Background: an optimization exercise with open tools, aiming at small area. Do not read the settings as production practice.
Only simulation tests tie the RTL to the original design; equivalence was not proved.

## flow/design.v (module list and top-level ports; edited modules follow where they fit)
// module FIR2: 1164 lines
// module FIR2_fa: 6 lines
// module FIR2_ha: 6 lines
module FIR2 (X, clk, Y, reset);
  // ...
==> flow/run.sh <==
#!/bin/bash
# synth_recipe.tcl (not shown) runs the flow's synth.tcl, then flattens the netlist and writes it again
# the make line also repeats each setting of config.mk as NAME=value (left out here)
make -C /OpenROAD-flow-scripts/flow DESIGN_CONFIG=/design/flow/config.mk WORK_HOME=/design/flow/orfs CLKGATE_MAP_FILE= SYNTH_SCRIPT=/design/flow/synth_recipe.tcl finish
==> flow/config.mk <==
export PLATFORM = sky130hd
export DESIGN_NAME = FIR2
export DESIGN_NICKNAME = FIR2
export VERILOG_FILES = /design/flow/design.v
export SDC_FILE = /design/flow/constraint.sdc
export NUM_CORES = 4
export LEC_CHECK = 0
export CAP_MARGIN = 20
export CORE_MARGIN = 2
export CORE_UTILIZATION = 40
export CTS_BUF_LIST = sky130_fd_sc_hd__clkbuf_8
export CTS_CLUSTER_DIAMETER = 60
export CTS_CLUSTER_SIZE = 16
export SLEW_MARGIN = 20
export SYNTH_HIERARCHICAL = 1
==> flow/constraint.sdc <==
create_clock -name core_clock -period 15.0 [get_ports {clk}]
set_input_delay 3.0000 -clock core_clock [delete_from_list [all_inputs] [get_ports {clk}]]
set_output_delay 3.0000 -clock core_clock [all_outputs]
set_load 0.01 [all_outputs]
==> impl_results.html, run 1 <==
<table>
<tr><th>Metric</th><th>Value</th></tr>
<tr><th colspan="2">Final layout</th></tr>
<tr><td>ANT cells</td><td>3</td></tr>
<tr><td>Final-layout clock-cell area share</td><td>2.96%</td></tr>
<tr><td>Design area</td><td>35200 um^2</td></tr>
<tr><td>Area of combinational cells with multiple inputs</td><td>17200 um^2</td></tr>
<tr><td>Count of non-filler cells in the finished layout</td><td>3356</td></tr>
<tr><th colspan="2">Status</th></tr>
<tr><td>Run status</td><td>timing/DRC/antenna clean</td></tr>
<tr><th colspan="2">Global routing</th></tr>
<tr><td>GRT busiest layer</td><td>met2</td></tr>
<tr><td>Initial antenna violation count</td><td>1</td></tr>
<tr><td>Maximum number of pins on one net before global-route repair</td><td>21</td></tr>
<tr><th colspan="2">CTS</th></tr>
<tr><td>Cts bufs inserted</td><td>57</td></tr>
<tr><td># hold bufs at CTS</td><td>0</td></tr>
<tr><td>H-tree depth</td><td>2</td></tr>
<tr><td>CTS Root Cell</td><td>clkbuf_8</td></tr>
<tr><th colspan="2">Placed design</th></tr>
<tr><td>Cell count after placement</td><td>3271</td></tr>
<tr><th colspan="2">Routing</th></tr>
<tr><td>Uppermost signal routing layer after detailed routing</td><td>met4</td></tr>
<tr><td>Detailed-route wire length</td><td>81.3 mm</td></tr>
<tr><td>Routed length on met3</td><td>3.65 mm</td></tr>
<tr><td>Vias post-DR</td><td>15700</td></tr>
<tr><th colspan="2">Worst setup path</th></tr>
<tr><td>Stage delay of the slowest cell on the critical path</td><td>0.70 ns</td></tr>
<tr><td>Crit path arrival time</td><td>15.02 ns</td></tr>
<tr><th colspan="2">Floorplan</th></tr>
<tr><td>Die boundary width</td><td>289 um</td></tr>
<tr><td>Initial standard-cell utilization of the core</td><td>40.4%</td></tr>
<tr><td>Number of top-level pins</td><td>28</td></tr>
<tr><td>Tapcells inserted</td><td>1060</td></tr>
<tr><th colspan="2">Synth</th></tr>
<tr><td>Portion of the post-synthesis area used by sequential elements</td><td>44.5%</td></tr>
<tr><td>Fraction of post-synthesis cell area in the top cell type by area</td><td>43.8%</td></tr>
<tr><td>List of most frequent post-synthesis cells</td><td>711 x fa_1, 696 x dfxtp_1, 366 x nand2_1, 176 x inv_1, 72 x ha_1</td></tr>
<tr><td>Cells after Synth</td><td>2191</td></tr>
<tr><td>Post-synth design cell area</td><td>32500 um^2</td></tr>
<tr><td>Synthesized Nets</td><td>2988</td></tr>
<tr><td>Area share of xor/xnor cells in the synthesized design</td><td>0.216%</td></tr>
<tr><td>Number of storage elements in the synthesis netlist</td><td>716</td></tr>
<tr><td>Asr flop ratio synth</td><td>2.79%</td></tr>
<tr><td>Top post-synthesis cells by area</td><td>fa_1 44%, dfxtp_1 43%, nand2_1 4.2%</td></tr>
<tr><td>Mean area per synthesized cell</td><td>14.8 um^2</td></tr>
<tr><th colspan="2">Min path</th></tr>
<tr><td>Hold Startpoint</td><td>d45[4]</td></tr>
<tr><th colspan="2">Timing</th></tr>
<tr><td>Hold Vio Cnt, Final</td><td>0</td></tr>
<tr><td>Fmax</td><td>69.3 MHz</td></tr>
<tr><td>Setup Viol. Count Final</td><td>0</td></tr>
<tr><th colspan="2">Flow run</th></tr>
<tr><td>Number of max-cap violations</td><td>0</td></tr>
</table>
==> inputs of run 2 (changes only) <==
==> flow/flow/run.sh (new file) <==
#!/bin/bash
# Standard ORFS flow (the standard.sh), with the port buffers that
# buffer_ports inserts on every input and output made the smallest buffer.
set -o pipefail
export BUFFER_PORTS_ARGS="-buffer_cell sky130_fd_sc_hd__buf_1"
bash standard.sh > standard_flow.log 2>&1
==> flow/standard.sh (new file) <==
#!/bin/bash
# synth_recipe.tcl (not shown) runs the flow's synth.tcl, then flattens the netlist and writes it again
# the make line also repeats each setting of config.mk as NAME=value (left out here)
make -C /OpenROAD-flow-scripts/flow DESIGN_CONFIG=/design/flow/config.mk WORK_HOME=/design/flow/orfs CLKGATE_MAP_FILE= SYNTH_SCRIPT=/design/flow/synth_recipe.tcl "${@:-finish}"
removed: flow/run.sh
==> impl_results.html, run 2 <==
<table>
<tr><th>Metric</th><th>Value</th></tr>
<tr><th colspan="2">Global routing</th></tr>
<tr><td>Initial antenna violation count</td><td>5 (was 1)</td></tr>
<tr><td>First-pass GRT wire length</td><td>118 mm (was 120 mm)</td></tr>
<tr><td>Maximum number of pins on one net before global-route repair</td><td>21 (unchanged)</td></tr>
<tr><td>Remaining global-route overflow</td><td>0 (unchanged)</td></tr>
<tr><td>Number of global-route vias before repair</td><td>18000 (was 18100)</td></tr>
<tr><td>Total Routing Usage GR</td><td>20.3% (was 20.4%)</td></tr>
<tr><th colspan="2">Final layout</th></tr>
<tr><td>Largest reg by FF count</td><td>Y (unchanged)</td></tr>
<tr><td>Commonest non-fill, non-tap cell in the layout</td><td>fa_1 (unchanged)</td></tr>
<tr><td>Number of flip-flops under the largest register name</td><td>14 (unchanged)</td></tr>
<tr><td>Ratio of cells with drive above 1 in the final layout</td><td>4.93% (was 4.88%)</td></tr>
<tr><td>Count of non-filler cells in the finished layout</td><td>3352 (was 3356)</td></tr>
<tr><td>Area growth from synthesis to layout</td><td>7.92% (was 8.32%)</td></tr>
<tr><td>Highest-count cells in the layout ignoring fill and taps</td><td>711 x fa_1, 696 x dfxtp_1, 366 x nand2_1 (unchanged)</td></tr>
<tr><td>Net count, final</td><td>3066 (was 3067)</td></tr>
<tr><th colspan="2">Routing</th></tr>
<tr><td>Initial DRT Pass Iterations</td><td>5 (unchanged)</td></tr>
<tr><td>Detailed-route wire length</td><td>81.1 mm (was 81.3 mm)</td></tr>
<tr><td>Vias post-DR</td><td>15500 (was 15700)</td></tr>
<tr><td>Number of remaining DRC errors</td><td>0 (unchanged)</td></tr>
<tr><td>Violation count after the first detailed-routing iteration</td><td>917 (was 931)</td></tr>
<tr><td>Post-detailed-route wirelength per cell</td><td>24.2 um (about the same)</td></tr>
<tr><td>Detailed-route vias per instance</td><td>4.63 (was 4.67)</td></tr>
<tr><td>DRT antenna net count</td><td>0 (unchanged)</td></tr>
<tr><th colspan="2">Synth</th></tr>
<tr><td>Distinct cell type count after synthesis</td><td>42 (unchanged)</td></tr>
<tr><td>Asr flop ratio synth</td><td>2.79% (unchanged)</td></tr>
<tr><td>Fraction of post-synthesis cell area in the top cell type by area</td><td>43.8% (unchanged)</td></tr>
<tr><td>Mean area per synthesized cell</td><td>14.8 um^2 (unchanged)</td></tr>
<tr><td>Commonest register cell after synthesis</td><td>dfxtp_1 (unchanged)</td></tr>
<tr><td>Cell with the most instances after synthesis</td><td>fa_1 (unchanged)</td></tr>
<tr><td>Portion of the post-synthesis area used by sequential elements</td><td>44.5% (unchanged)</td></tr>
<tr><td>Synthesized Nets</td><td>2988 (unchanged)</td></tr>
<tr><td>List of most frequent post-synthesis cells</td><td>711 x fa_1, 696 x dfxtp_1, 366 x nand2_1, 176 x inv_1, 72 x ha_1 (unchanged)</td></tr>
<tr><td>Warning count from the yosys run</td><td>7 (unchanged)</td></tr>
<tr><td>Post-synth design cell area</td><td>32500 um^2 (unchanged)</td></tr>
<tr><td>Count of flip-flops with a built-in enable after synthesis</td><td>0 (unchanged)</td></tr>
<tr><td>Cell type with the largest total area after synthesis</td><td>fa_1 (unchanged)</td></tr>
<tr><td>Cells after Synth</td><td>2191 (unchanged)</td></tr>
<tr><td>Number of storage elements in the synthesis netlist</td><td>716 (unchanged)</td></tr>
<tr><td>Top post-synthesis cells by area</td><td>fa_1 44%, dfxtp_1 43%, nand2_1 4.2% (unchanged)</td></tr>
<tr><th colspan="2">Floorplan</th></tr>
<tr><td>Initial standard-cell utilization of the core</td><td>40.4% (unchanged)</td></tr>
<tr><td>Core area</td><td>80400 um^2 (unchanged)</td></tr>
<tr><td>Number of top-level pins</td><td>28 (unchanged)</td></tr>
<tr><td>Die boundary width</td><td>289 um (unchanged)</td></tr>
<tr><td>Die outline height</td><td>289 um (unchanged)</td></tr>
<tr><td>Row cnt</td><td>104 (unchanged)</td></tr>
<tr><td>Full die area</td><td>83400 um^2 (unchanged)</td></tr>
<tr><th colspan="2">Timing</th></tr>
<tr><td>Fmax</td><td>70.1 MHz (was 69.3 MHz)</td></tr>
<tr><td>Actual slew at the worst max-slew pin</td><td>0.967 ns (was 1.00 ns)</td></tr>
<tr><td>Final worst path period need</td><td>14.27 ns (was 14.44 ns)</td></tr>
<tr><td>Final number of max-transition violations</td><td>0 (unchanged)</td></tr>
<tr><td>Post-route fraction of the period consumed by the critical path</td><td>95.1% (was 96.3%)</td></tr>
<tr><td>Setup repair after global routing missed its margin</td><td>no (unchanged)</td></tr>
<tr><td>Clk_skew</td><td>0.0490 ns (was 0.0561 ns)</td></tr>
<tr><td>Post-route worst hold slack</td><td>0.299 ns (was 0.293 ns)</td></tr>
<tr><td>Setup Viol. Count Final</td><td>0 (unchanged)</td></tr>
<tr><td>Hold Vio Cnt, Final</td><td>0 (unchanged)</td></tr>
<tr><td>Total negative slack</td><td>0 ns (unchanged)</td></tr>
<tr><td>Relative slew slack</td><td>35.1% (was 32.9%)</td></tr>
<tr><th colspan="2">Worst setup path</th></tr>
<tr><td>Origin of the worst setup path</td><td>cnt[4] (was cnt[2])</td></tr>
<tr><td>Category of the worst setup path launch point</td><td>flop (unchanged)</td></tr>
<tr><td>Worst-path fanout max</td><td>11 (was 14)</td></tr>
<tr><td>Critical-path top delay cell</td><td>fa_1 (unchanged)</td></tr>
<tr><td>Category of cells accounting for the largest share of critical-path delay</td><td>adder cells (unchanged)</td></tr>
<tr><td>Buffers and inverters on the worst path</td><td>3 (was 2)</td></tr>
<tr><td>Stage delay of the slowest cell on the critical path</td><td>0.70 ns (about the same)</td></tr>
<tr><td>Critical Path Most Common Cell</td><td>fa_1 (unchanged)</td></tr>
<tr><td>Data required time of the worst path</td><td>15.57 ns (was 15.58 ns)</td></tr>
<tr><td>Kind of critical path</td><td>flop to flop (unchanged)</td></tr>
<tr><td>Crit. End Element</td><td>flop (unchanged)</td></tr>
<tr><td>Crit path arrival time</td><td>14.84 ns (was 15.02 ns)</td></tr>
<tr><td>Reg-to-reg startpoint</td><td>cnt[4] (was cnt[2])</td></tr>
<tr><th colspan="2">CTS</th></tr>
<tr><td>Number of gates resized after cts</td><td>0 (unchanged)</td></tr>
<tr><td>Insertion delay to the later sink of the worst-skew pair</td><td>0.74 ns (was 0.73 ns)</td></tr>
<tr><td>CTS tree</td><td>done (unchanged)</td></tr>
<tr><td>Cts bufs inserted</td><td>58 (was 57)</td></tr>
<tr><td>Clock Tree Buf Depth</td><td>3 (unchanged)</td></tr>
<tr><td># hold bufs at CTS</td><td>0 (unchanged)</td></tr>
<tr><td>CTS Root Cell</td><td>clkbuf_8 (unchanged)</td></tr>
<tr><td>Sinks on Clock Net</td><td>716 (unchanged)</td></tr>
<tr><td>Register clock-pin slew on the reported worst setup and hold paths</td><td>0.10 ns (about the same)</td></tr>
<tr><td>H-tree depth</td><td>2 (unchanged)</td></tr>
<tr><td>Setup bufs post-CTS</td><td>0 (unchanged)</td></tr>
<tr><th colspan="2">Status</th></tr>
<tr><td>Run status</td><td>timing/DRC/antenna clean (unchanged)</td></tr>
<tr><th colspan="2">Placed design</th></tr>
<tr><td>Cell count after placement</td><td>3269 (was 3271)</td></tr>
<tr><td>Estimated wirelength of the detail-placed design</td><td>71.1 mm (was 71.0 mm)</td></tr>
<tr><td>Routability congestion estimate</td><td>0.965 (was 0.936)</td></tr>
<tr><td># port buffers</td><td>27 (unchanged)</td></tr>
<tr><th colspan="2">Min path</th></tr>
<tr><td>Hold Startpoint</td><td>d45[4] (unchanged)</td></tr>
<tr><td>Hold crit path type</td><td>flop to flop (unchanged)</td></tr>
<tr><th colspan="2">Flow run</th></tr>
<tr><td>Number of max-cap violations</td><td>0 (unchanged)</td></tr>
</table>
==> run 2: final cells by class <==
cell class              count  area [um^2]
fillers                  7200        45400
multi-input cells        1260        17200
flip-flops and latches    716        14400
well taps                1060         1330
clock buffers              59          812
inverters                 178          668
repair buffers             55          312
clock inverters            23          283
diodes                      1         2.50
==> run 2: cells by family after synthesis <==
logic type / after synthesis / share of synthesized area (%)
mux: 2 / 0.0655
fa+ha+maj: 784 / 46.7
xor+xnor: 8 / 0.216
buf+inv: 215 / 2.57
flops: 716 / 44.5
simple gates: 421 / 5.07
compound gates: 45 / 0.948
==> run 2: final timing paths <==
check,endpoint,slack [ns],cells past startpoint
hold / removal,d46[4],0.30,0
setup reg to reg,Y[12],0.73,36
max in group asynchronous,cnt[2],12.17,2
min in group asynchronous,Y[3],2.36,2
hold reg to reg,d46[4],0.30,0
setup / recovery,Y[12],0.73,36
==> run 2: per-stage QoR <==
stage                     util, %  worst slack [ns]  area (um^2)
final                        43.6             0.730        35000
after detailed placement     42.2             0.461        33900
after CTS                    43.6             0.638        35000
after global routing         43.6             0.195        35000
after global placement       42.2             0.558        33900
after floorplan                 -              1.23        32500
==> run 2: Yosys stat by module (local to each module, per instance) <==
| module | area, um^2 | flip-flops and latches | times used |
|---|---|---|---|
| FIR2_fa | 20.0 | 0 | 708 |
| FIR2 | 17700 | 716 | 1 |
| FIR2_ha | 12.5 | 0 | 47 |
==> run 2: metal layers <==
layer	wire (um)	vias up	part of all wire (%)	GRT usage (%)
li1	-	6755	-	-
met1	36300	8331	45	28.4
met2	38000	341	47	32.5
met3	4650	105	5.7	4.13
met4	2130	2	2.6	5.43
met5	13	-	0.016	0
==> inputs of run 3 (changes only) <==
--- a/flow/config.mk
+++ b/flow/config.mk
@@ -7,2 +7,3 @@
 export LEC_CHECK = 0
+export ABC_AREA = 1
 export CAP_MARGIN = 20
@@ -13,2 +14,3 @@
 export CTS_CLUSTER_SIZE = 16
+export GPL_TIMING_DRIVEN = 0
 export SLEW_MARGIN = 20
==> impl_results.html, run 3 <==
<table>
<tr><th>Metric</th><th>Value</th></tr>
<tr><th colspan="2">Synth</th></tr>
<tr><td>List of most frequent post-synthesis cells</td><td>711 x fa_1, 696 x dfxtp_1, 399 x nand2_1, 203 x inv_1, 72 x ha_1 (was 711 x fa_1, 696 x dfxtp_1, 366 x nand2_1, 176 x inv_1, 72 x ha_1)</td></tr>
<tr><td>Cell with the most instances after synthesis</td><td>fa_1 (unchanged)</td></tr>
<tr><td>Synthesized Nets</td><td>3028 (was 2988)</td></tr>
<tr><td>Warning count from the yosys run</td><td>7 (unchanged)</td></tr>
<tr><td>Count of flip-flops with a built-in enable after synthesis</td><td>0 (unchanged)</td></tr>
<tr><td>Asr flop ratio synth</td><td>2.79% (unchanged)</td></tr>
<tr><td>Number of storage elements in the synthesis netlist</td><td>716 (unchanged)</td></tr>
<tr><td>Fraction of post-synthesis cell area in the top cell type by area</td><td>43.8% (about the same)</td></tr>
<tr><td>Distinct cell type count after synthesis</td><td>31 (was 42)</td></tr>
<tr><td>Portion of the post-synthesis area used by sequential elements</td><td>44.4% (was 44.5%)</td></tr>
<tr><td>Commonest register cell after synthesis</td><td>dfxtp_1 (unchanged)</td></tr>
<tr><td>Mean area per synthesized cell</td><td>14.6 um^2 (was 14.8 um^2)</td></tr>
<tr><td>Cell type with the largest total area after synthesis</td><td>fa_1 (unchanged)</td></tr>
<tr><td>Cells after Synth</td><td>2231 (was 2191)</td></tr>
<tr><td>Post-synth design cell area</td><td>32500 um^2 (about the same)</td></tr>
<tr><td>Top post-synthesis cells by area</td><td>fa_1 44%, dfxtp_1 43%, nand2_1 4.6% (was fa_1 44%, dfxtp_1 43%, nand2_1 4.2%)</td></tr>
<tr><th colspan="2">Timing</th></tr>
<tr><td>Post-route fraction of the period consumed by the critical path</td><td>96.5% (was 95.1%)</td></tr>
<tr><td>Total negative slack</td><td>0 ns (unchanged)</td></tr>
<tr><td>Clk_skew</td><td>0.0226 ns (was 0.0490 ns)</td></tr>
<tr><td>Fmax</td><td>69.1 MHz (was 70.1 MHz)</td></tr>
<tr><td>Actual slew at the worst max-slew pin</td><td>0.983 ns (was 0.967 ns)</td></tr>
<tr><td>Final worst path period need</td><td>14.48 ns (was 14.27 ns)</td></tr>
<tr><td>Relative slew slack</td><td>34.2% (was 35.1%)</td></tr>
<tr><td>Setup repair after global routing missed its margin</td><td>no (unchanged)</td></tr>
<tr><td>Final number of max-transition violations</td><td>0 (unchanged)</td></tr>
<tr><td>Hold Vio Cnt, Final</td><td>0 (unchanged)</td></tr>
<tr><td>Setup Viol. Count Final</td><td>0 (unchanged)</td></tr>
<tr><th colspan="2">Final layout</th></tr>
<tr><td>Design area</td><td>35100 um^2 (was 35000 um^2)</td></tr>
<tr><td>Area growth from synthesis to layout</td><td>8.05% (was 7.92%)</td></tr>
<tr><td>Fill cell instance count of the final layout</td><td>7260 (was 7200)</td></tr>
<tr><td>Commonest non-fill, non-tap cell in the layout</td><td>fa_1 (unchanged)</td></tr>
<tr><td>Area of combinational cells with multiple inputs</td><td>17100 um^2 (was 17200 um^2)</td></tr>
<tr><td>Highest-count cells in the layout ignoring fill and taps</td><td>711 x fa_1, 696 x dfxtp_1, 399 x nand2_1 (was 711 x fa_1, 696 x dfxtp_1, 366 x nand2_1)</td></tr>
<tr><td>Number of flip-flops under the largest register name</td><td>14 (unchanged)</td></tr>
<tr><td>Ratio of cells with drive above 1 in the final layout</td><td>5.08% (was 4.93%)</td></tr>
<tr><td>Area used by sequential logic in the layout</td><td>14400 um^2 (unchanged)</td></tr>
<tr><td>Net count, final</td><td>3115 (was 3066)</td></tr>
<tr><td>Final core utilization</td><td>43.7% (was 43.6%)</td></tr>
<tr><td>Largest reg by FF count</td><td>Y (unchanged)</td></tr>
<tr><th colspan="2">Worst setup path</th></tr>
<tr><td>Stage delay of the slowest cell on the critical path</td><td>0.68 ns (was 0.70 ns)</td></tr>
<tr><td>Critical Path Most Common Cell</td><td>fa_1 (unchanged)</td></tr>
<tr><td>Critical-path top delay cell</td><td>fa_1 (unchanged)</td></tr>
<tr><td>Worst-path fanout max</td><td>10 (was 11)</td></tr>
<tr><td>Minimum setup slack among reg-to-reg paths</td><td>0.52 ns (was 0.73 ns)</td></tr>
<tr><td>Category of the worst setup path launch point</td><td>flop (unchanged)</td></tr>
<tr><td>Crit. End Element</td><td>flop (unchanged)</td></tr>
<tr><td>Data required time of the worst path</td><td>15.59 ns (was 15.57 ns)</td></tr>
<tr><td>Crit path arrival time</td><td>15.07 ns (was 14.84 ns)</td></tr>
<tr><td>Kind of critical path</td><td>flop to flop (unchanged)</td></tr>
<tr><th colspan="2">Global routing</th></tr>
<tr><td>Number of global-route vias before repair</td><td>18200 (was 18000)</td></tr>
<tr><td>Maximum number of pins on one net before global-route repair</td><td>21 (unchanged)</td></tr>
<tr><td>Initial antenna violation count</td><td>2 (was 5)</td></tr>
<tr><td>Total Routing Usage GR</td><td>21.3% (was 20.3%)</td></tr>
<tr><td>First-pass GRT wire length</td><td>124 mm (was 118 mm)</td></tr>
<tr><td>Remaining global-route overflow</td><td>0 (unchanged)</td></tr>
<tr><th colspan="2">Routing</th></tr>
<tr><td>Detailed-route vias per instance</td><td>4.67 (was 4.63)</td></tr>
<tr><td>Detailed-route wire length</td><td>85.4 mm (was 81.1 mm)</td></tr>
<tr><td>Vias post-DR</td><td>15900 (was 15500)</td></tr>
<tr><td>DRT antenna net count</td><td>0 (unchanged)</td></tr>
<tr><td>Violation count after the first detailed-routing iteration</td><td>1045 (was 917)</td></tr>
<tr><td>Post-detailed-route wirelength per cell</td><td>25.1 um (was 24.2 um)</td></tr>
<tr><td>Number of remaining DRC errors</td><td>0 (unchanged)</td></tr>
<tr><td>Initial DRT Pass Iterations</td><td>5 (unchanged)</td></tr>
<tr><th colspan="2">CTS</th></tr>
<tr><td>Clock Tree Buf Depth</td><td>3 (unchanged)</td></tr>
<tr><td>Register clock-pin slew on the reported worst setup and hold paths</td><td>0.10 ns (about the same)</td></tr>
<tr><td>Sinks on Clock Net</td><td>716 (unchanged)</td></tr>
<tr><td>Cts bufs inserted</td><td>58 (unchanged)</td></tr>
<tr><td>Insertion delay to the later sink of the worst-skew pair</td><td>0.71 ns (was 0.74 ns)</td></tr>
<tr><td>CTS tree</td><td>done (unchanged)</td></tr>
<tr><td># hold bufs at CTS</td><td>0 (unchanged)</td></tr>
<tr><td>CTS Root Cell</td><td>clkbuf_8 (unchanged)</td></tr>
<tr><td>H-tree depth</td><td>2 (unchanged)</td></tr>
<tr><th colspan="2">Min path</th></tr>
<tr><td>Hold crit path type</td><td>flop to flop (unchanged)</td></tr>
<tr><th colspan="2">Floorplan</th></tr>
<tr><td>Core area</td><td>80400 um^2 (unchanged)</td></tr>
<tr><td>Initial standard-cell utilization of the core</td><td>40.4% (about the same)</td></tr>
<tr><td>Row cnt</td><td>104 (unchanged)</td></tr>
<tr><td>Die outline height</td><td>289 um (about the same)</td></tr>
<tr><td>Number of top-level pins</td><td>28 (unchanged)</td></tr>
<tr><td>Full die area</td><td>83500 um^2 (was 83400 um^2)</td></tr>
<tr><td>Die boundary width</td><td>289 um (about the same)</td></tr>
<tr><th colspan="2">Status</th></tr>
<tr><td>Run status</td><td>timing/DRC/antenna clean (unchanged)</td></tr>
<tr><th colspan="2">Flow run</th></tr>
<tr><td>Number of max-cap violations</td><td>0 (unchanged)</td></tr>
<tr><th colspan="2">Placed design</th></tr>
<tr><td># port buffers</td><td>27 (unchanged)</td></tr>
<tr><td>Routability congestion estimate</td><td>0.971 (was 0.965)</td></tr>
<tr><td>Estimated wirelength of the detail-placed design</td><td>75.1 mm (was 71.1 mm)</td></tr>
<tr><td>Dpl cell area</td><td>33900 um^2 (about the same)</td></tr>
</table>
-- run 3: through the flow --
step / instances / hold slack, ns / setup WS, ns
CTS: 3404 / 0.316 / 0.0576
floorplan: 2231 / 0.310 / 1.15
finish: 3406 / 0.314 / 0.519
global placement: 3318 / 0.310 / 0.182
detailed placement: 3318 / 0.312 / 0.102
global route: 3406 / 0.321 / 0.0600
-- run 3: logic make-up after synthesis --
group	Yosys count	share of synthesized area (%)
fa+ha+maj	783	46.6
compound gates	30	0.562
xor+xnor	9	0.266
flops	716	44.4
buf+inv	248	2.91
simple gates	445	5.28
-- run 3: layout make-up --
type                    instances  area share (%)
flip-flops and latches        716            41.1
diodes                          2          0.0143
plain buffers                  34           0.413
repair buffers                 27           0.289
well taps                    1060            3.78
multi-input cells            1267            48.8
inverters                     214            2.29
clock buffers                  62            2.43
clock inverters                24           0.919
-- run 3: path summary, 6_finish.rpt --
kind                         from      to  cells after the start
hold / removal              d7[8]   d8[8]                      0
hold reg to reg             d7[8]   d8[8]                      0
min in group asynchronous   reset  cnt[4]                      2
setup reg to reg           cnt[3]    Y[8]                     43
setup / recovery           cnt[3]    Y[8]                     43
max in group asynchronous   reset    Y[4]                      2
-- run 3: repair_timing --
action	4_1_cts	5_1_grt
endpoints found under the setup margin	0	6
buffers inserted	0	0
resized for setup	0	7
-- run 3: per-module statistics from Yosys (local to each module, per instance) --
module,flops+latches,cells,area (um^2)
FIR2_ha,0,1,12.5
FIR2_fa,0,1,20.0
FIR2,716,1476,17700
-- run 3: critical path: cells and delay by family, from the launching register on --
kind / cells / cell delay, ns
buffers and inverters: 6 / 0.83
xor gates and xnor gates: 1 / 0.13
AOI/OAI and AO/OA: 2 / 0.40
DFF: 1 / 0.33
adders and majority gates: 27 / 11.74
and+or+nand+nor: 7 / 0.93
-- run 3: layer usage --
metal / global-route usage (%) / vias up / part of all wire, % / wire (um)
met5: 0 / - / 0 / 0
met4: 4.01 / 0 / 1.6 / 1330
met3: 2.48 / 79 / 4.7 / 3980
met2: 35.0 / 378 / 48 / 41100
met1: 30.9 / 8660 / 46 / 39000
li1: - / 6795 / - / -
==> inputs of run 4 (changes only) <==
--- a/flow/config.mk
+++ b/flow/config.mk
@@ -7,3 +7,2 @@
 export LEC_CHECK = 0
-export ABC_AREA = 1
 export CAP_MARGIN = 20
==> impl_results.html, run 4 <==
<table>
<tr><th>Metric</th><th>Value</th></tr>
<tr><th colspan="2">Status</th></tr>
<tr><td>Run status</td><td>timing/DRC/antenna clean (unchanged)</td></tr>
<tr><th colspan="2">Placed design</th></tr>
<tr><td>Routability congestion estimate</td><td>0.968 (was 0.971)</td></tr>
<tr><td>Pre-CTS worst setup slack</td><td>0.329 ns (was 0.102 ns)</td></tr>
<tr><td>Cell count after placement</td><td>3278 (was 3318)</td></tr>
<tr><td>Estimated wirelength of the detail-placed design</td><td>73.7 mm (was 75.1 mm)</td></tr>
<tr><td>Dpl cell area</td><td>33900 um^2 (about the same)</td></tr>
<tr><td># port buffers</td><td>27 (unchanged)</td></tr>
<tr><th colspan="2">Global routing</th></tr>
<tr><td>Met3 global-route usage</td><td>3.69% (was 2.48%)</td></tr>
<tr><td>Met1 GRT Util</td><td>29.9% (was 30.9%)</td></tr>
<tr><td>Initial antenna violation count</td><td>2 (unchanged)</td></tr>
<tr><td>Global Route met2 Usage</td><td>33.6% (was 35.0%)</td></tr>
<tr><td>Remaining global-route overflow</td><td>0 (unchanged)</td></tr>
<tr><td>First-pass GRT wire length</td><td>122 mm (was 124 mm)</td></tr>
<tr><td>Total Routing Usage GR</td><td>21.0% (was 21.3%)</td></tr>
<tr><td>Maximum number of pins on one net before global-route repair</td><td>21 (unchanged)</td></tr>
<tr><td>GRT busiest layer</td><td>met2 (unchanged)</td></tr>
<tr><td>Number of global-route vias before repair</td><td>18100 (was 18200)</td></tr>
<tr><th colspan="2">Final layout</th></tr>
<tr><td>Net count, final</td><td>3071 (was 3115)</td></tr>
<tr><td>Count of non-filler cells in the finished layout</td><td>3351 (was 3406)</td></tr>
<tr><td>Area growth from synthesis to layout</td><td>7.28% (was 8.05%)</td></tr>
<tr><td>Area of combinational cells with multiple inputs</td><td>17200 um^2 (was 17100 um^2)</td></tr>
<tr><td>Area used by sequential logic in the layout</td><td>14400 um^2 (unchanged)</td></tr>
<tr><td>Design area</td><td>34800 um^2 (was 35100 um^2)</td></tr>
<tr><td>Fill cell instance count of the final layout</td><td>7262 (was 7260)</td></tr>
<tr><td>Ratio of cells with drive above 1 in the final layout</td><td>4.37% (was 5.08%)</td></tr>
<tr><td>Largest reg by FF count</td><td>Y (unchanged)</td></tr>
<tr><td>Number of flip-flops under the largest register name</td><td>14 (unchanged)</td></tr>
<tr><td>Commonest non-fill, non-tap cell in the layout</td><td>fa_1 (unchanged)</td></tr>
<tr><td>Highest-count cells in the layout ignoring fill and taps</td><td>709 x fa_1, 696 x dfxtp_1, 366 x nand2_1 (was 711 x fa_1, 696 x dfxtp_1, 399 x nand2_1)</td></tr>
<tr><th colspan="2">CTS</th></tr>
<tr><td>CTS Root Cell</td><td>clkbuf_8 (unchanged)</td></tr>
<tr><td>Register clock-pin slew on the reported worst setup and hold paths</td><td>0.10 ns (about the same)</td></tr>
<tr><td>H-tree depth</td><td>2 (unchanged)</td></tr>
<tr><td>Insertion delay to the later sink of the worst-skew pair</td><td>0.71 ns (about the same)</td></tr>
<tr><td># hold bufs at CTS</td><td>0 (unchanged)</td></tr>
<tr><td>Cts bufs inserted</td><td>55 (was 58)</td></tr>
<tr><td>CTS tree</td><td>done (unchanged)</td></tr>
<tr><td>Sinks on Clock Net</td><td>716 (unchanged)</td></tr>
<tr><td>Clock Tree Buf Depth</td><td>3 (unchanged)</td></tr>
<tr><th colspan="2">Synth</th></tr>
<tr><td>Fraction of post-synthesis cell area in the top cell type by area</td><td>43.8% (about the same)</td></tr>
<tr><td>Number of storage elements in the synthesis netlist</td><td>716 (unchanged)</td></tr>
<tr><td>Asr flop ratio synth</td><td>2.79% (unchanged)</td></tr>
<tr><td>Count of flip-flops with a built-in enable after synthesis</td><td>0 (unchanged)</td></tr>
<tr><td>Warning count from the yosys run</td><td>7 (unchanged)</td></tr>
<tr><td>Synthesized Nets</td><td>2988 (was 3028)</td></tr>
<tr><td>List of most frequent post-synthesis cells</td><td>711 x fa_1, 696 x dfxtp_1, 366 x nand2_1, 176 x inv_1, 72 x ha_1 (was 711 x fa_1, 696 x dfxtp_1, 399 x nand2_1, 203 x inv_1, 72 x ha_1)</td></tr>
<tr><td>Top post-synthesis cells by area</td><td>fa_1 44%, dfxtp_1 43%, nand2_1 4.2% (was fa_1 44%, dfxtp_1 43%, nand2_1 4.6%)</td></tr>
<tr><td>Portion of the post-synthesis area used by sequential elements</td><td>44.5% (was 44.4%)</td></tr>
<tr><td>Commonest register cell after synthesis</td><td>dfxtp_1 (unchanged)</td></tr>
<tr><td>Cell type with the largest total area after synthesis</td><td>fa_1 (unchanged)</td></tr>
<tr><td>Cells after Synth</td><td>2191 (was 2231)</td></tr>
<tr><td>Mean area per synthesized cell</td><td>14.8 um^2 (was 14.6 um^2)</td></tr>
<tr><td>Post-synth design cell area</td><td>32500 um^2 (about the same)</td></tr>
<tr><td>Cell with the most instances after synthesis</td><td>fa_1 (unchanged)</td></tr>
<tr><td>Distinct cell type count after synthesis</td><td>42 (was 31)</td></tr>
<tr><th colspan="2">Timing</th></tr>
<tr><td>Setup Viol. Count Final</td><td>0 (unchanged)</td></tr>
<tr><td>Relative slew slack</td><td>34.8% (was 34.2%)</td></tr>
<tr><td>Fmax</td><td>69.0 MHz (was 69.1 MHz)</td></tr>
<tr><td>Post-route worst setup slack</td><td>0.514 ns (was 0.519 ns)</td></tr>
<tr><td>Post-route worst hold slack</td><td>0.300 ns (was 0.314 ns)</td></tr>
<tr><td>Total negative slack</td><td>0 ns (unchanged)</td></tr>
<tr><td>Final number of max-transition violations</td><td>0 (unchanged)</td></tr>
<tr><td>Post-route fraction of the period consumed by the critical path</td><td>96.6% (was 96.5%)</td></tr>
<tr><td>Actual slew at the worst max-slew pin</td><td>0.974 ns (was 0.983 ns)</td></tr>
<tr><td>Setup repair after global routing missed its margin</td><td>no (unchanged)</td></tr>
<tr><td>Final worst path period need</td><td>14.49 ns (was 14.48 ns)</td></tr>
<tr><td>Clk_skew</td><td>0.0428 ns (was 0.0226 ns)</td></tr>
<tr><td>Hold Vio Cnt, Final</td><td>0 (unchanged)</td></tr>
<tr><th colspan="2">Routing</th></tr>
<tr><td>Detailed-route vias per instance</td><td>4.70 (was 4.67)</td></tr>
<tr><td>Violation count after the first detailed-routing iteration</td><td>1037 (was 1045)</td></tr>
<tr><td>Post-detailed-route wirelength per cell</td><td>25.1 um (about the same)</td></tr>
<tr><td>Detailed-route wire length</td><td>84.0 mm (was 85.4 mm)</td></tr>
<tr><td>Initial DRT Pass Iterations</td><td>5 (unchanged)</td></tr>
<tr><td>Number of remaining DRC errors</td><td>0 (unchanged)</td></tr>
<tr><td>Vias post-DR</td><td>15800 (was 15900)</td></tr>
<tr><td>DRT antenna net count</td><td>0 (unchanged)</td></tr>
<tr><th colspan="2">Worst setup path</th></tr>
<tr><td>Kind of critical path</td><td>flop to flop (unchanged)</td></tr>
<tr><td>Critical-path top delay cell</td><td>fa_1 (unchanged)</td></tr>
<tr><td>Crit path arrival time</td><td>15.06 ns (was 15.07 ns)</td></tr>
<tr><td>Critical Path Most Common Cell</td><td>fa_1 (unchanged)</td></tr>
<tr><td>Category of cells accounting for the largest share of critical-path delay</td><td>adder cells (unchanged)</td></tr>
<tr><td>Buffers and inverters on the worst path</td><td>3 (was 6)</td></tr>
<tr><td>Data required time of the worst path</td><td>15.57 ns (was 15.59 ns)</td></tr>
<tr><td>Category of the worst setup path launch point</td><td>flop (unchanged)</td></tr>
<tr><td>Stage delay of the slowest cell on the critical path</td><td>0.88 ns (was 0.68 ns)</td></tr>
<tr><td>Worst-path fanout max</td><td>10 (unchanged)</td></tr>
<tr><td>Crit. End Element</td><td>flop (unchanged)</td></tr>
<tr><th colspan="2">Flow run</th></tr>
<tr><td>Number of max-cap violations</td><td>0 (unchanged)</td></tr>
<tr><th colspan="2">Floorplan</th></tr>
<tr><td>Number of top-level pins</td><td>28 (unchanged)</td></tr>
<tr><td>Initial standard-cell utilization of the core</td><td>40.4% (about the same)</td></tr>
<tr><td>Full die area</td><td>83400 um^2 (was 83500 um^2)</td></tr>
<tr><td>Die outline height</td><td>289 um (about the same)</td></tr>
<tr><td>Die boundary width</td><td>289 um (about the same)</td></tr>
<tr><td>Row cnt</td><td>104 (unchanged)</td></tr>
<tr><td>Core area</td><td>80400 um^2 (unchanged)</td></tr>
<tr><th colspan="2">Min path</th></tr>
<tr><td>Hold crit path type</td><td>flop to flop (unchanged)</td></tr>
</table>
-- run 4: what timing repair did --
item                       4_1_cts  5_1_grt
setup endpoints to repair        0        5
gates resized for setup          0        9
setup buffers                    0        0
-- run 4: per-layer routing --
layer  share of wire [%]  vias up  wire length, um
li1                    -     6735                -
met1                  45     8538            37500
met2                  47      386            39600
met3                 5.9      101             4940
met4                 2.4        0             1980
met5                   0        -                0
-- run 4: path summary, 6_finish.rpt --
kind                       startpoint     end  slack, ns  depth (start not counted)
max reg2reg                    cnt[5]   Y[13]       0.51                         35
max in group asynchronous       reset    Y[5]      11.96                          2
max                            cnt[5]   Y[13]       0.51                         35
min reg2reg                     d3[6]   d4[6]       0.30                          0
min                             d3[6]   d4[6]       0.30                          0
min in group asynchronous       reset  cnt[2]       2.45                          2
-- run 4: logic make-up after synthesis --
family	after synthesis	synth area share [%]
adder cells (fa/ha/maj)	784	46.7
flip-flops	716	44.5
AND/OR/NAND/NOR	421	5.07
buffers and inverters	215	2.57
AO/OA/AOI/OAI	45	0.948
XOR/XNOR	8	0.216
multiplexers	2	0.0655
-- run 4: cell type report --
cell class                      instances  area share, %
Clock inverter                         16          0.428
Buffer                                 36          0.478
Tap cell                             1060           3.81
Clock buffer                           56           2.21
Antenna cell                            2         0.0144
Inverter                              178           1.92
Timing Repair Buffer                   27          0.291
Multi-Input combinational cell       1260           49.4
Sequential cell                       716           41.4
-- run 4: per-stage QoR --
step / utilization (%)
floorplan: -
global placement: 42.1
detailed placement: 42.1
CTS: 43.3
global route: 43.3
finish: 43.3
-- run 4: worst reg2reg max path, delay by kind of cell (launching register included) --
family	cells	cell delay (ns)
adder cells (fa/ha/maj)	26	11.89
buffers and inverters	3	0.93
flip-flops	1	0.36
XOR/XNOR	1	0.33
AND/OR/NAND/NOR	4	0.72
AO/OA/AOI/OAI	1	0.16
-- run 4: modules after synthesis, one instance, submodules excluded --
module	flops+latches	times used	area [um^2]	cells
FIR2	716	1	17700	1436
FIR2_fa	0	708	20.0	1
FIR2_ha	0	47	12.5	1
==> inputs of run 5 (changes only) <==
--- a/flow/config.mk
+++ b/flow/config.mk
@@ -9,3 +9,3 @@
 export CORE_MARGIN = 2
-export CORE_UTILIZATION = 40
+export CORE_UTILIZATION = 55
 export CTS_BUF_LIST = sky130_fd_sc_hd__clkbuf_8
==> impl_results.html, run 5 <==
<table>
<tr><th>Metric</th><th>Value</th></tr>
<tr><th colspan="2">Routing</th></tr>
<tr><td>Detailed-route wire length</td><td>85.5 mm (was 84.0 mm)</td></tr>
<tr><td>Violation count after the first detailed-routing iteration</td><td>1098 (was 1037)</td></tr>
<tr><td>Post-detailed-route wirelength per cell</td><td>27.9 um (was 25.1 um)</td></tr>
<tr><td>Number of remaining DRC errors</td><td>0 (unchanged)</td></tr>
<tr><td>Detailed-route vias per instance</td><td>5.21 (was 4.70)</td></tr>
<tr><td>Vias post-DR</td><td>15900 (was 15800)</td></tr>
<tr><td>DRT antenna net count</td><td>0 (unchanged)</td></tr>
<tr><td>Initial DRT Pass Iterations</td><td>4 (was 5)</td></tr>
<tr><th colspan="2">Timing</th></tr>
<tr><td>Post-route fraction of the period consumed by the critical path</td><td>96.6% (about the same)</td></tr>
<tr><td>Fmax</td><td>69.0 MHz (about the same)</td></tr>
<tr><td>Final worst path period need</td><td>14.49 ns (about the same)</td></tr>
<tr><td>Actual slew at the worst max-slew pin</td><td>1.02 ns (was 0.974 ns)</td></tr>
<tr><td>Hold Vio Cnt, Final</td><td>0 (unchanged)</td></tr>
<tr><td>Setup Viol. Count Final</td><td>0 (unchanged)</td></tr>
<tr><td>Total negative slack</td><td>0 ns (unchanged)</td></tr>
<tr><td>Relative slew slack</td><td>31.4% (was 34.8%)</td></tr>
<tr><td>Final number of max-transition violations</td><td>0 (unchanged)</td></tr>
<tr><td>Setup repair after global routing missed its margin</td><td>no (unchanged)</td></tr>
<tr><td>Clk_skew</td><td>0.0420 ns (was 0.0428 ns)</td></tr>
<tr><th colspan="2">Synth</th></tr>
<tr><td>Distinct cell type count after synthesis</td><td>42 (unchanged)</td></tr>
<tr><td>Top post-synthesis cells by area</td><td>fa_1 44%, dfxtp_1 43%, nand2_1 4.2% (unchanged)</td></tr>
<tr><td>Portion of the post-synthesis area used by sequential elements</td><td>44.5% (unchanged)</td></tr>
<tr><td>Count of flip-flops with a built-in enable after synthesis</td><td>0 (unchanged)</td></tr>
<tr><td>Warning count from the yosys run</td><td>7 (unchanged)</td></tr>
<tr><td>Synthesized Nets</td><td>2988 (unchanged)</td></tr>
<tr><td>Cells after Synth</td><td>2191 (unchanged)</td></tr>
<tr><td>Number of storage elements in the synthesis netlist</td><td>716 (unchanged)</td></tr>
<tr><td>List of most frequent post-synthesis cells</td><td>711 x fa_1, 696 x dfxtp_1, 366 x nand2_1, 176 x inv_1, 72 x ha_1 (unchanged)</td></tr>
<tr><td>Asr flop ratio synth</td><td>2.79% (unchanged)</td></tr>
<tr><td>Post-synth design cell area</td><td>32500 um^2 (unchanged)</td></tr>
<tr><td>Cell type with the largest total area after synthesis</td><td>fa_1 (unchanged)</td></tr>
<tr><td>Mean area per synthesized cell</td><td>14.8 um^2 (unchanged)</td></tr>
<tr><td>Cell with the most instances after synthesis</td><td>fa_1 (unchanged)</td></tr>
<tr><td>Commonest register cell after synthesis</td><td>dfxtp_1 (unchanged)</td></tr>
<tr><td>Fraction of post-synthesis cell area in the top cell type by area</td><td>43.8% (unchanged)</td></tr>
<tr><th colspan="2">Flow run</th></tr>
<tr><td>Number of max-cap violations</td><td>0 (unchanged)</td></tr>
<tr><th colspan="2">Worst setup path</th></tr>
<tr><td>Critical Path Most Common Cell</td><td>fa_1 (unchanged)</td></tr>
<tr><td>Crit path arrival time</td><td>15.07 ns (was 15.06 ns)</td></tr>
<tr><td>Critical-path top delay cell</td><td>fa_1 (unchanged)</td></tr>
<tr><td>Stage delay of the slowest cell on the critical path</td><td>0.74 ns (was 0.88 ns)</td></tr>
<tr><td>Data required time of the worst path</td><td>15.59 ns (was 15.57 ns)</td></tr>
<tr><td>Buffers and inverters on the worst path</td><td>2 (was 3)</td></tr>
<tr><td>Crit. End Element</td><td>flop (unchanged)</td></tr>
<tr><td>Category of the worst setup path launch point</td><td>flop (unchanged)</td></tr>
<tr><td>Category of cells accounting for the largest share of critical-path delay</td><td>adder cells (unchanged)</td></tr>
<tr><td>Kind of critical path</td><td>flop to flop (unchanged)</td></tr>
<tr><td>Number of stages on the worst setup path</td><td>35 (unchanged)</td></tr>
<tr><td>Length in cells of the worst reg-to-reg path</td><td>35 (unchanged)</td></tr>
<tr><td>Worst-path fanout max</td><td>12 (was 10)</td></tr>
<tr><th colspan="2">Final layout</th></tr>
<tr><td>Commonest non-fill, non-tap cell in the layout</td><td>fa_1 (unchanged)</td></tr>
<tr><td>Net count, final</td><td>3071 (unchanged)</td></tr>
<tr><td>Final core utilization</td><td>58.8% (was 43.3%)</td></tr>
<tr><td>Ratio of cells with drive above 1 in the final layout</td><td>4.15% (was 4.37%)</td></tr>
<tr><td>Fill cell instance count of the final layout</td><td>4678 (was 7262)</td></tr>
<tr><td>Highest-count cells in the layout ignoring fill and taps</td><td>711 x fa_1, 696 x dfxtp_1, 366 x nand2_1 (was 709 x fa_1, 696 x dfxtp_1, 366 x nand2_1)</td></tr>
<tr><td>Largest reg by FF count</td><td>Y (unchanged)</td></tr>
<tr><td>Area growth from synthesis to layout</td><td>6.27% (was 7.28%)</td></tr>
<tr><td>Number of flip-flops under the largest register name</td><td>14 (unchanged)</td></tr>
<tr><th colspan="2">Global routing</th></tr>
<tr><td>Total Routing Usage GR</td><td>29.5% (was 21.0%)</td></tr>
<tr><td>Remaining global-route overflow</td><td>0 (unchanged)</td></tr>
<tr><td>First-pass GRT wire length</td><td>122 mm (about the same)</td></tr>
<tr><td>Initial antenna violation count</td><td>3 (was 2)</td></tr>
<tr><td>Number of global-route vias before repair</td><td>18000 (was 18100)</td></tr>
<tr><td>Maximum number of pins on one net before global-route repair</td><td>21 (unchanged)</td></tr>
<tr><th colspan="2">CTS</th></tr>
<tr><td>Setup bufs post-CTS</td><td>0 (unchanged)</td></tr>
<tr><td>Sinks on Clock Net</td><td>716 (unchanged)</td></tr>
<tr><td># hold bufs at CTS</td><td>0 (unchanged)</td></tr>
<tr><td>Cts bufs inserted</td><td>55 (unchanged)</td></tr>
<tr><td>CTS Root Cell</td><td>clkbuf_8 (unchanged)</td></tr>
<tr><td>Register clock-pin slew on the reported worst setup and hold paths</td><td>0.10 ns (about the same)</td></tr>
<tr><td>Number of gates resized after cts</td><td>0 (unchanged)</td></tr>
<tr><td>Insertion delay to the later sink of the worst-skew pair</td><td>0.72 ns (was 0.71 ns)</td></tr>
<tr><td>H-tree depth</td><td>2 (unchanged)</td></tr>
<tr><td>CTS tree</td><td>done (unchanged)</td></tr>
<tr><td>Clock Tree Buf Depth</td><td>3 (unchanged)</td></tr>
<tr><th colspan="2">Placed design</th></tr>
<tr><td>Estimated wirelength of the detail-placed design</td><td>74.9 mm (was 73.7 mm)</td></tr>
<tr><td>Routability congestion estimate</td><td>0.987 (was 0.968)</td></tr>
<tr><td># port buffers</td><td>27 (unchanged)</td></tr>
<tr><th colspan="2">Floorplan</th></tr>
<tr><td>Row cnt</td><td>89 (was 104)</td></tr>
<tr><td>Initial standard-cell utilization of the core</td><td>55.3% (was 40.4%)</td></tr>
<tr><td>Full die area</td><td>61000 um^2 (was 83400 um^2)</td></tr>
<tr><td>Number of top-level pins</td><td>28 (unchanged)</td></tr>
<tr><td>Core area</td><td>58700 um^2 (was 80400 um^2)</td></tr>
<tr><td>Die boundary width</td><td>247 um (was 289 um)</td></tr>
<tr><td>Die outline height</td><td>247 um (was 289 um)</td></tr>
<tr><th colspan="2">Min path</th></tr>
<tr><td>Cell depth of the worst hold path</td><td>0 (unchanged)</td></tr>
<tr><td>Hold crit path type</td><td>flop to flop (unchanged)</td></tr>
<tr><th colspan="2">Status</th></tr>
<tr><td>Run status</td><td>timing/DRC/antenna clean (unchanged)</td></tr>
</table>
## run 5: changes by cell type in the layout (fill, tap and decap cells not counted), sizes merged
cell and change:
bufinv +2, clkbuf -1, clkinv +5, clkinvlp +2, diode -1, inv -9
## run 5: path summary, 6_finish.rpt
path / start / to / slack, ns
max in group asynchronous: reset / cnt[4] / 12.14
min in group asynchronous: reset / cnt[5] / 2.37
worst max-delay path: cnt[5] / Y[13] / 0.51
worst max register to register: cnt[5] / Y[13] / 0.51
worst min-delay path: d1[5] / d2[5] / 0.30
worst min register to register: d1[5] / d2[5] / 0.30
## run 5: cells by family (layout without fill, tap and decap cells)
| logic type | after synthesis | count (layout) | synth area share (%) |
|---|---|---|---|
| compound gates | 45 | 45 | 0.948 |
| xor+xnor | 8 | 8 | 0.216 |
| fa+ha+maj | 784 | 784 | 46.7 |
| buf+inv | 215 | 312 | 2.57 |
| flops | 716 | 716 | 44.5 |
| mux | 2 | 2 | 0.0655 |
| other cells | 0 | 1 | 0 |
| simple gates | 421 | 421 | 5.07 |
## run 5: metal layers
layer / vias to the layer above / GRT usage, % / wire, um
met1: 8659 / 43.5 / 39100
met2: 426 / 45.4 / 39100
met3: 120 / 5.19 / 4560
met4: 0 / 8.61 / 2720
met5: - / 0 / 0
li1: 6739 / - / -
## run 5: final cells by class
type	count	area [um^2]	area share, %
antenna	1	2.50	0.00725
buffer	36	164	0.475
clock buffer	55	757	2.19
clock inverter	16	206	0.598
inverter	178	668	1.94
multi-input combinational	1260	17200	49.8
sequential	716	14400	41.8
tap	773	967	2.80
timing repair buffer	27	101	0.294
## run 5: stage by stage
stage | instance area (um^2) | hold WS, ns | worst slack (ns) | cells
floorplan | 32500 | 0.310 | 1.23 | 2191
global placement | 33500 | 0.310 | 0.371 | 2991
detailed placement | 33500 | 0.312 | 0.275 | 2991
CTS | 34500 | 0.302 | 0.203 | 3062
global route | 34500 | 0.303 | 0.0348 | 3062
finish | 34500 | 0.303 | 0.515 | 3062
## run 5: Yosys stat by module, one instance, submodules excluded
module	cell area, um^2	copies in the design	cells
FIR2	17700	1	1436
FIR2_fa	20.0	708	1
FIR2_ha	12.5	47	1
==> inputs of run 6 (changes only) <==
--- a/flow/config.mk
+++ b/flow/config.mk
@@ -9,7 +9,6 @@
 export CORE_MARGIN = 2
-export CORE_UTILIZATION = 55
-export CTS_BUF_LIST = sky130_fd_sc_hd__clkbuf_8
-export CTS_CLUSTER_DIAMETER = 60
-export CTS_CLUSTER_SIZE = 16
-export GPL_TIMING_DRIVEN = 0
+export CORE_UTILIZATION = 40
+export CTS_BUF_LIST = sky130_fd_sc_hd__clkbuf_4
+export CTS_CLUSTER_DIAMETER = 50
+export CTS_CLUSTER_SIZE = 10
 export SLEW_MARGIN = 20
==> impl_results.html, run 6 <==
<table>
<tr><th>Metric</th><th>Value</th></tr>
<tr><th colspan="2">Status</th></tr>
<tr><td>Run status</td><td>timing/DRC/antenna clean (unchanged)</td></tr>
<tr><th colspan="2">Worst setup path</th></tr>
<tr><td>Length in cells of the worst reg-to-reg path</td><td>34 (was 35)</td></tr>
<tr><td>Worst-path fanout max</td><td>11 (was 12)</td></tr>
<tr><td>Kind of critical path</td><td>flop to flop (unchanged)</td></tr>
<tr><td>Crit. End Element</td><td>flop (unchanged)</td></tr>
<tr><td>End of the worst register-to-register path</td><td>Y[13] (unchanged)</td></tr>
<tr><td>Critical Path Most Common Cell</td><td>fa_1 (unchanged)</td></tr>
<tr><td>Data required time of the worst path</td><td>15.72 ns (was 15.59 ns)</td></tr>
<tr><td>Reg-to-reg startpoint</td><td>cnt[4] (was cnt[5])</td></tr>
<tr><td>Minimum setup slack among reg-to-reg paths</td><td>0.69 ns (was 0.51 ns)</td></tr>
<tr><td>Category of the worst setup path launch point</td><td>flop (unchanged)</td></tr>
<tr><td>Critical-path top delay cell</td><td>fa_1 (unchanged)</td></tr>
<tr><td>Crit path arrival time</td><td>15.03 ns (was 15.07 ns)</td></tr>
<tr><td>Stage delay of the slowest cell on the critical path</td><td>0.82 ns (was 0.74 ns)</td></tr>
<tr><th colspan="2">Floorplan</th></tr>
<tr><td>Number of top-level pins</td><td>28 (unchanged)</td></tr>
<tr><td>Die boundary width</td><td>289 um (was 247 um)</td></tr>
<tr><td>Initial standard-cell utilization of the core</td><td>40.4% (was 55.3%)</td></tr>
<tr><td>Die outline height</td><td>289 um (was 247 um)</td></tr>
<tr><td>Full die area</td><td>83400 um^2 (was 61000 um^2)</td></tr>
<tr><td>Core area</td><td>80400 um^2 (was 58700 um^2)</td></tr>
<tr><td>Row cnt</td><td>104 (was 89)</td></tr>
<tr><th colspan="2">Placed design</th></tr>
<tr><td># port buffers</td><td>27 (unchanged)</td></tr>
<tr><td>Routability congestion estimate</td><td>0.965 (was 0.987)</td></tr>
<tr><td>Dpl cell area</td><td>33900 um^2 (was 33500 um^2)</td></tr>
<tr><td>Estimated wirelength of the detail-placed design</td><td>71.1 mm (was 74.9 mm)</td></tr>
<tr><th colspan="2">CTS</th></tr>
<tr><td>H-tree depth</td><td>3 (was 2)</td></tr>
<tr><td># hold bufs at CTS</td><td>0 (unchanged)</td></tr>
<tr><td>Register clock-pin slew on the reported worst setup and hold paths</td><td>0.11 ns (was 0.10 ns)</td></tr>
<tr><td>Sinks on Clock Net</td><td>716 (unchanged)</td></tr>
<tr><td>CTS tree</td><td>done (unchanged)</td></tr>
<tr><td>CTS Root Cell</td><td>clkbuf_4 (was clkbuf_8)</td></tr>
<tr><td>Setup bufs post-CTS</td><td>0 (unchanged)</td></tr>
<tr><td>Insertion delay to the later sink of the worst-skew pair</td><td>0.90 ns (was 0.72 ns)</td></tr>
<tr><td>Clock Tree Buf Depth</td><td>3 (unchanged)</td></tr>
<tr><td>Number of gates resized after cts</td><td>0 (unchanged)</td></tr>
<tr><td>Cts bufs inserted</td><td>90 (was 55)</td></tr>
<tr><th colspan="2">Timing</th></tr>
<tr><td>Final worst path period need</td><td>14.31 ns (was 14.49 ns)</td></tr>
<tr><td>Setup Viol. Count Final</td><td>0 (unchanged)</td></tr>
<tr><td>Total negative slack</td><td>0 ns (unchanged)</td></tr>
<tr><td>Hold Vio Cnt, Final</td><td>0 (unchanged)</td></tr>
<tr><td>Actual slew at the worst max-slew pin</td><td>0.970 ns (was 1.02 ns)</td></tr>
<tr><td>Fmax</td><td>69.9 MHz (was 69.0 MHz)</td></tr>
<tr><td>Relative slew slack</td><td>34.9% (was 31.4%)</td></tr>
<tr><td>Post-route fraction of the period consumed by the critical path</td><td>95.4% (was 96.6%)</td></tr>
<tr><td>Clk_skew</td><td>0.105 ns (was 0.0420 ns)</td></tr>
<tr><td>Final number of max-transition violations</td><td>0 (unchanged)</td></tr>
<tr><td>Post-route worst hold slack</td><td>0.258 ns (was 0.303 ns)</td></tr>
<tr><td>Setup repair after global routing missed its margin</td><td>no (unchanged)</td></tr>
<tr><th colspan="2">Routing</th></tr>
<tr><td>Post-detailed-route wirelength per cell</td><td>24.1 um (was 27.9 um)</td></tr>
<tr><td>Initial DRT Pass Iterations</td><td>4 (unchanged)</td></tr>
<tr><td>DRT antenna net count</td><td>0 (unchanged)</td></tr>
<tr><td>Number of remaining DRC errors</td><td>0 (unchanged)</td></tr>
<tr><td>Vias post-DR</td><td>15800 (was 15900)</td></tr>
<tr><td>Violation count after the first detailed-routing iteration</td><td>939 (was 1098)</td></tr>
<tr><td>Detailed-route wire length</td><td>81.5 mm (was 85.5 mm)</td></tr>
<tr><td>Detailed-route vias per instance</td><td>4.66 (was 5.21)</td></tr>
<tr><th colspan="2">Synth</th></tr>
<tr><td>Cell with the most instances after synthesis</td><td>fa_1 (unchanged)</td></tr>
<tr><td>Count of flip-flops with a built-in enable after synthesis</td><td>0 (unchanged)</td></tr>
<tr><td>Top post-synthesis cells by area</td><td>fa_1 44%, dfxtp_1 43%, nand2_1 4.2% (unchanged)</td></tr>
<tr><td>Number of storage elements in the synthesis netlist</td><td>716 (unchanged)</td></tr>
<tr><td>Cell type with the largest total area after synthesis</td><td>fa_1 (unchanged)</td></tr>
<tr><td>Warning count from the yosys run</td><td>7 (unchanged)</td></tr>
<tr><td>Asr flop ratio synth</td><td>2.79% (unchanged)</td></tr>
<tr><td>Post-synth design cell area</td><td>32500 um^2 (unchanged)</td></tr>
<tr><td>Fraction of post-synthesis cell area in the top cell type by area</td><td>43.8% (unchanged)</td></tr>
<tr><td>Portion of the post-synthesis area used by sequential elements</td><td>44.5% (unchanged)</td></tr>
<tr><td>Commonest register cell after synthesis</td><td>dfxtp_1 (unchanged)</td></tr>
<tr><td>List of most frequent post-synthesis cells</td><td>711 x fa_1, 696 x dfxtp_1, 366 x nand2_1, 176 x inv_1, 72 x ha_1 (unchanged)</td></tr>
<tr><td>Distinct cell type count after synthesis</td><td>42 (unchanged)</td></tr>
<tr><td>Cells after Synth</td><td>2191 (unchanged)</td></tr>
<tr><td>Mean area per synthesized cell</td><td>14.8 um^2 (unchanged)</td></tr>
<tr><td>Synthesized Nets</td><td>2988 (unchanged)</td></tr>
<tr><th colspan="2">Min path</th></tr>
<tr><td>Cell depth of the worst hold path</td><td>0 (unchanged)</td></tr>
<tr><td>Hold crit path type</td><td>flop to flop (unchanged)</td></tr>
<tr><td>Hold Startpoint</td><td>d31[0] (was d1[5])</td></tr>
<tr><td>End point of the worst hold path</td><td>d32[0] (was d2[5])</td></tr>
<tr><th colspan="2">Final layout</th></tr>
<tr><td>Largest reg by FF count</td><td>Y (unchanged)</td></tr>
<tr><td>Design area</td><td>34900 um^2 (was 34500 um^2)</td></tr>
<tr><td>Number of flip-flops under the largest register name</td><td>14 (unchanged)</td></tr>
<tr><td>Final core utilization</td><td>43.4% (was 58.8%)</td></tr>
<tr><td>Area growth from synthesis to layout</td><td>7.61% (was 6.27%)</td></tr>
<tr><td>Fill cell instance count of the final layout</td><td>7248 (was 4678)</td></tr>
<tr><td>Net count, final</td><td>3098 (was 3071)</td></tr>
<tr><td>Commonest non-fill, non-tap cell in the layout</td><td>fa_1 (unchanged)</td></tr>
<tr><td>Ratio of cells with drive above 1 in the final layout</td><td>6.36% (was 4.15%)</td></tr>
<tr><td>Highest-count cells in the layout ignoring fill and taps</td><td>711 x fa_1, 696 x dfxtp_1, 366 x nand2_1 (unchanged)</td></tr>
<tr><th colspan="2">Global routing</th></tr>
<tr><td>Total Routing Usage GR</td><td>20.5% (was 29.5%)</td></tr>
<tr><td>Remaining global-route overflow</td><td>0 (unchanged)</td></tr>
<tr><td>Initial antenna violation count</td><td>5 (was 3)</td></tr>
<tr><td>Maximum number of pins on one net before global-route repair</td><td>21 (unchanged)</td></tr>
<tr><td>First-pass GRT wire length</td><td>119 mm (was 122 mm)</td></tr>
<tr><td>Number of global-route vias before repair</td><td>18200 (was 18000)</td></tr>
<tr><th colspan="2">Flow run</th></tr>
<tr><td>Number of max-cap violations</td><td>0 (unchanged)</td></tr>
</table>
-- run 6: per-stage QoR --
step           cells  setup WS (ns)
6_report        3388          0.691
5_1_grt         3387          0.172
4_1_cts         3386          0.655
3_5_place_dp    3269          0.461
3_3_place_gp    3269          0.558
2_1_floorplan   2191           1.23
-- run 6: final cells by class --
class                      count  area (um^2)  share of cell area [%]
clock inverter                23          287                   0.820
inverter                     178          668                    1.91
clock buffer                  94          706                    2.02
multi-input combinational   1260        17200                    49.2
timing repair buffer          55          312                   0.892
antenna                        2         5.00                  0.0143
sequential                   716        14400                    41.3
tap                         1060         1330                    3.80
-- run 6: modules after synthesis (local to each module, per instance) --
module / cells inside / flip-flops and latches / copies in the design
FIR2_fa: 1 / 0 / 708
FIR2: 1436 / 716 / 1
FIR2_ha: 1 / 0 / 47
-- run 6: how the worst max path moves through the flow --
stage / start / end / slack [ns] / cells past startpoint
floorplan: X[0] / Y[8] / 1.23 / 30
global placement: X[0] / Y[7] / 0.56 / 31
detailed placement: X[0] / Y[7] / 0.46 / 31
CTS: cnt[4] / Y[12] / 0.65 / 33
global route: cnt[4] / Y[12] / 0.17 / 36
finish: cnt[4] / Y[13] / 0.69 / 34
-- run 6: cells by family (layout without fill, tap and decap cells) --
logic type      count (synthesis)  count (layout)  synth area share [%]
simple gates                  421             421                  5.07
flops                         716             716                  44.5
fa+ha+maj                     784             784                  46.7
other cells                     0               2                     0
buf+inv                       215             350                  2.57
mux                             2               2                0.0655
compound gates                 45              45                 0.948
xor+xnor                        8               8                 0.216
-- run 6: critical path, delay by kind of cell (launching register included) --
kind	cells	cell delay (ns)
DFF	1	0.51
and+or+nand+nor	3	0.30
buffers and inverters	2	0.57
AOI/OAI and AO/OA	2	0.59
adders and majority gates	26	11.91
xor gates and xnor gates	1	0.32
-- run 6: routing by layer --
metal  routed length [um]  track usage, %  up-vias
li1                     -               -     6829
met1                35900            28.4     8438
met2                38500            32.9      419
met3                 5290            4.38      112
met4                 1800            5.48        2
met5                   13               0        -

==> re-timing with driven ports <==
The flow's constraints put no driver on any port. The routed layouts listed below were extracted and timed again, unchanged, in two steps.
Step 1 (the two cells are an assumption about what drives the block):
set clk [get_ports {clk}]
set_driving_cell -lib_cell sky130_fd_sc_hd__clkbuf_16 $clk
set_driving_cell -lib_cell sky130_fd_sc_hd__buf_2 [delete_from_list [all_inputs] $clk]
Step 2 adds t to the input delays and takes it off the output delays; t is the mean of the earliest and latest rising clock arrival at the registers after step 1. Input paths then give back, and output paths get back, about the clock's delay inside the block.
a / b / c = ideal ports / drivers / drivers and shift; a / b = the first two.
run | t (ns) | setup WS [ns] | worst setup path at the end | worst data-port slew with drivers (ns)
run 1 | 0.767 | 0.561 / 0.561 / 0.171 | input to register | 0.04
run 2 | 0.766 | 0.730 / 0.730 / 0.592 | input to register | 0.04
run 3 | 0.752 | 0.519 / 0.519 / 0.401 | input to register | 0.06
run 4 | 0.748 | 0.514 / 0.514 / 0.514 | register to register | 0.06
run 5 | 0.759 | 0.515 / 0.515 / 0.515 | register to register | 0.03
run 6 | 0.907 | 0.691 / 0.691 / 0.569 | input to register | 0.04
After both steps every run listed still meets setup and hold. The setup slack of run 1, which loses most, moves by 0.000 ns with the drivers and by -0.390 ns with both steps.
